From an optimization exercise on the open Yosys and OpenROAD flow, aimed at small area, a short achievable clock period and few clock cycles per item; shortcuts taken in it are not production practice.
At most, simulation tests tie the RTL to the original design; equivalence was not proved.
No activity file was given, so power comes from the tool's default toggle rates.

==> module divider, before the edit <==
module divider #(
    parameter WIDTH = 32
)(
    input  logic                   clk,
    input  logic                   rst_n,
    input  logic                   start,
    input  logic [WIDTH-1:0]       dividend,
    input  logic [WIDTH-1:0]       divisor,
    output logic [WIDTH-1:0]       quotient,
    output logic [WIDTH-1:0]       remainder,
    output logic                   done
);
    logic        busy;
    logic [3:0]  cnt;           
    logic [31:0] rem_reg;       
    logic [31:0] quo_reg;       
    logic [31:0] dsr_reg;       
    logic [15:0] pair;
    logic [3:0]  mpos;
    always_comb begin
        for (int i = 0; i < 16; i++)
            pair[i] = divisor[2*i+1] | divisor[2*i];
        mpos[3] = |pair[15:8];
        mpos[2] = mpos[3] ? |pair[15:12] : |pair[7:4];
        mpos[1] = mpos[3] ? (mpos[2] ? |pair[15:14] : |pair[11:10])
                          : (mpos[2] ? |pair[7:6]   : |pair[3:2]);
        mpos[0] = mpos[3] ? (mpos[2] ? (mpos[1] ? pair[15] : pair[13]) : (mpos[1] ? pair[11] : pair[9]))
                          : (mpos[2] ? (mpos[1] ? pair[7]  : pair[5])  : (mpos[1] ? pair[3]  : pair[1]));
    end
    logic       hi, zq, dz;
    logic [3:0] sh;
    assign hi = |dividend[31:16];
    assign zq = ~hi & mpos[3];
    assign sh = {hi & ~mpos[3], ~mpos[2:0]};
    assign dz = ~|divisor;
    logic [31:0] dsr_init;
    logic [3:0]  cnt_init;
    assign dsr_init = divisor << {sh, 1'b0};
    assign cnt_init = dz ? 4'd15 : (zq ? 4'd0 : sh);
    logic [34:0] r, d1, d2, d3;
    assign r  = {3'b0, rem_reg};
    assign d1 = r - {3'b0, dsr_reg};
    assign d2 = r - {2'b0, dsr_reg, 1'b0};
    logic [34:0] nd, n2d, s3, cy3;
    assign nd  = ~{3'b0, dsr_reg};
    assign n2d = ~{2'b0, dsr_reg, 1'b0};
    assign s3  = r ^ nd ^ n2d;
    assign cy3 = (r & nd) | (r & n2d) | (nd & n2d);
    assign d3  = s3 - ~{cy3[33:0], 1'b1};
    logic        ge1, ge2, ge3;
    logic [1:0]  qd;
    logic [31:0] rnext;
    assign ge1 = ~d1[34];
    assign ge2 = ~d2[34];
    assign ge3 = ~d3[34];
    assign qd  = {ge2, ge3 | (ge1 & ~ge2)};
    assign rnext = ({32{ge3}}        & d3[31:0])
                 | ({32{ge2 & ~ge3}} & d2[31:0])
                 | ({32{ge1 & ~ge2}} & d1[31:0])
                 | ({32{~ge1}}       & rem_reg);
    always_ff @(posedge clk or negedge rst_n) begin
        if (!rst_n) begin
            busy <= 1'b0;
            done <= 1'b0;
        end else begin
            done <= busy && cnt == 4'd0;
            if (start)
                busy <= 1'b1;
            else if (cnt == 4'd0)
                busy <= 1'b0;
        end
    end
    always_ff @(posedge clk) begin
        if (start)
            quo_reg <= 32'd0;
        else if (busy)
            quo_reg <= {quo_reg[29:0], qd};
    end
    always_ff @(posedge clk) begin
        if (start) begin
            rem_reg <= dividend;
            dsr_reg <= dsr_init;
        end else begin
            rem_reg <= rnext;
            dsr_reg <= (busy && cnt != 4'd0) ? {2'b00, dsr_reg[31:2]} : 32'd0;
        end
    end
    always_ff @(posedge clk) begin
        if (start)
            cnt <= cnt_init;
        else
            cnt <= cnt - 4'd1;
    end
    assign quotient  = quo_reg;
    assign remainder = rem_reg;
endmodule
clock: 5.0 ns
lec_check: 0
cap_margin: 20
core_margin: 2
core_utilization: 40
setup_slack_margin: 1
slew_margin: 20
standard.sh (not shown) runs the stock make flow with config.mk's settings and CLKGATE_MAP_FILE= SYNTH_SCRIPT=/design/flow/synth_recipe.tcl, a recipe that flattens the netlist after the stock synthesis.
==> flow/flow/run.sh <==
#!/bin/bash
# The standard layout, with each port buffered by a sky130 buf_1 instead of
# the buffer buffer_ports picks by default.
set -euo pipefail
export BUFFER_PORTS_ARGS="-buffer_cell sky130_fd_sc_hd__buf_1"
bash standard.sh > standard.log 2>&1
Testbench counts at the start, summed over its fixed seeds: cycles 12,204, items 1,280.
Then changed:
--- a/flow/design.v
+++ b/flow/design.v
@@ -24,17 +24,41 @@
         mpos[2] = mpos[3] ? |pair[15:12] : |pair[7:4];
         mpos[1] = mpos[3] ? (mpos[2] ? |pair[15:14] : |pair[11:10])
                           : (mpos[2] ? |pair[7:6]   : |pair[3:2]);
         mpos[0] = mpos[3] ? (mpos[2] ? (mpos[1] ? pair[15] : pair[13]) : (mpos[1] ? pair[11] : pair[9]))
                           : (mpos[2] ? (mpos[1] ? pair[7]  : pair[5])  : (mpos[1] ? pair[3]  : pair[1]));
     end
-    logic       hi, zq, dz;
+    logic [3:0] byte_nz;
+    logic [1:0] na, sh_hi;
+    logic       zq, dz;
     logic [3:0] sh;
-    assign hi = |dividend[31:16];
-    assign zq = ~hi & mpos[3];
-    assign sh = {hi & ~mpos[3], ~mpos[2:0]};
+    always_comb begin
+        for (int i = 0; i < 4; i++)
+            byte_nz[i] = |dividend[8*i +: 8];
+        na[1] = |byte_nz[3:2];
+        na[0] = byte_nz[3] | (~byte_nz[2] & byte_nz[1]);
+        case ({na, mpos[3:2]})
+            4'b00_00: {zq, sh_hi} = 3'b0_00;
+            4'b00_01: {zq, sh_hi} = 3'b1_10;
+            4'b00_10: {zq, sh_hi} = 3'b1_01;
+            4'b00_11: {zq, sh_hi} = 3'b1_00;
+            4'b01_00: {zq, sh_hi} = 3'b0_01;
+            4'b01_01: {zq, sh_hi} = 3'b0_00;
+            4'b01_10: {zq, sh_hi} = 3'b1_01;
+            4'b01_11: {zq, sh_hi} = 3'b1_00;
+            4'b10_00: {zq, sh_hi} = 3'b0_10;
+            4'b10_01: {zq, sh_hi} = 3'b0_01;
+            4'b10_10: {zq, sh_hi} = 3'b0_00;
+            4'b10_11: {zq, sh_hi} = 3'b1_00;
+            4'b11_00: {zq, sh_hi} = 3'b0_11;
+            4'b11_01: {zq, sh_hi} = 3'b0_10;
+            4'b11_10: {zq, sh_hi} = 3'b0_01;
+            default:  {zq, sh_hi} = 3'b0_00;
+        endcase
+        sh    = {sh_hi, ~mpos[1:0]};
+    end
     assign dz = ~|divisor;
     logic [31:0] dsr_init;
     logic [3:0]  cnt_init;
     assign dsr_init = divisor << {sh, 1'b0};
     assign cnt_init = dz ? 4'd15 : (zq ? 4'd0 : sh);
     logic [34:0] r, d1, d2, d3;
Result: Count of clock-buffer cells in the layout is unchanged. Die area rose by 2.7%. Sequential power is about the same. Maximum frequency went down by 3.9%. Via count came out higher by 6.3%. First-iteration DRC count goes up by 27%. Core utilization decreases by 0.18 points. Cell area increases by 2.8%.
No functional check of the RTL was part of the second run of this note.

## re-timing with driven ports
No port has a modelled driver above. Below, the same layouts with a new extraction and two added sets of constraints.
Step 1 (the two cells are an assumption about what drives the block):
set clk [get_ports {clk}]
set_driving_cell -lib_cell sky130_fd_sc_hd__clkbuf_16 $clk
set_driving_cell -lib_cell sky130_fd_sc_hd__buf_2 [delete_from_list [all_inputs] $clk]
Step 2 adds t to the input delays and takes it off the output delays; t is the mean of the earliest and latest rising clock arrival at the registers after step 1. Input paths then give back, and output paths get back, about the clock's delay inside the block.
Three values: ideal ports, drivers, drivers and shift; two values: the first two.
run | t (ns) | slack for setup (ns) | worst register clock-pin slew, ns | worst slew at a driven data input, ns
the first run | 0.414 | 1.145 / 1.145 / 0.766 | 0.09 / 0.09 | 0.05
the second run | 0.415 | 0.989 / 1.018 / 0.603 | 0.09 / 0.09 | 0.06
After both steps setup and hold are still met in every run listed. For the second run, which loses most, drivers alone change the setup slack by +0.029 ns; drivers and shift together by -0.386 ns.
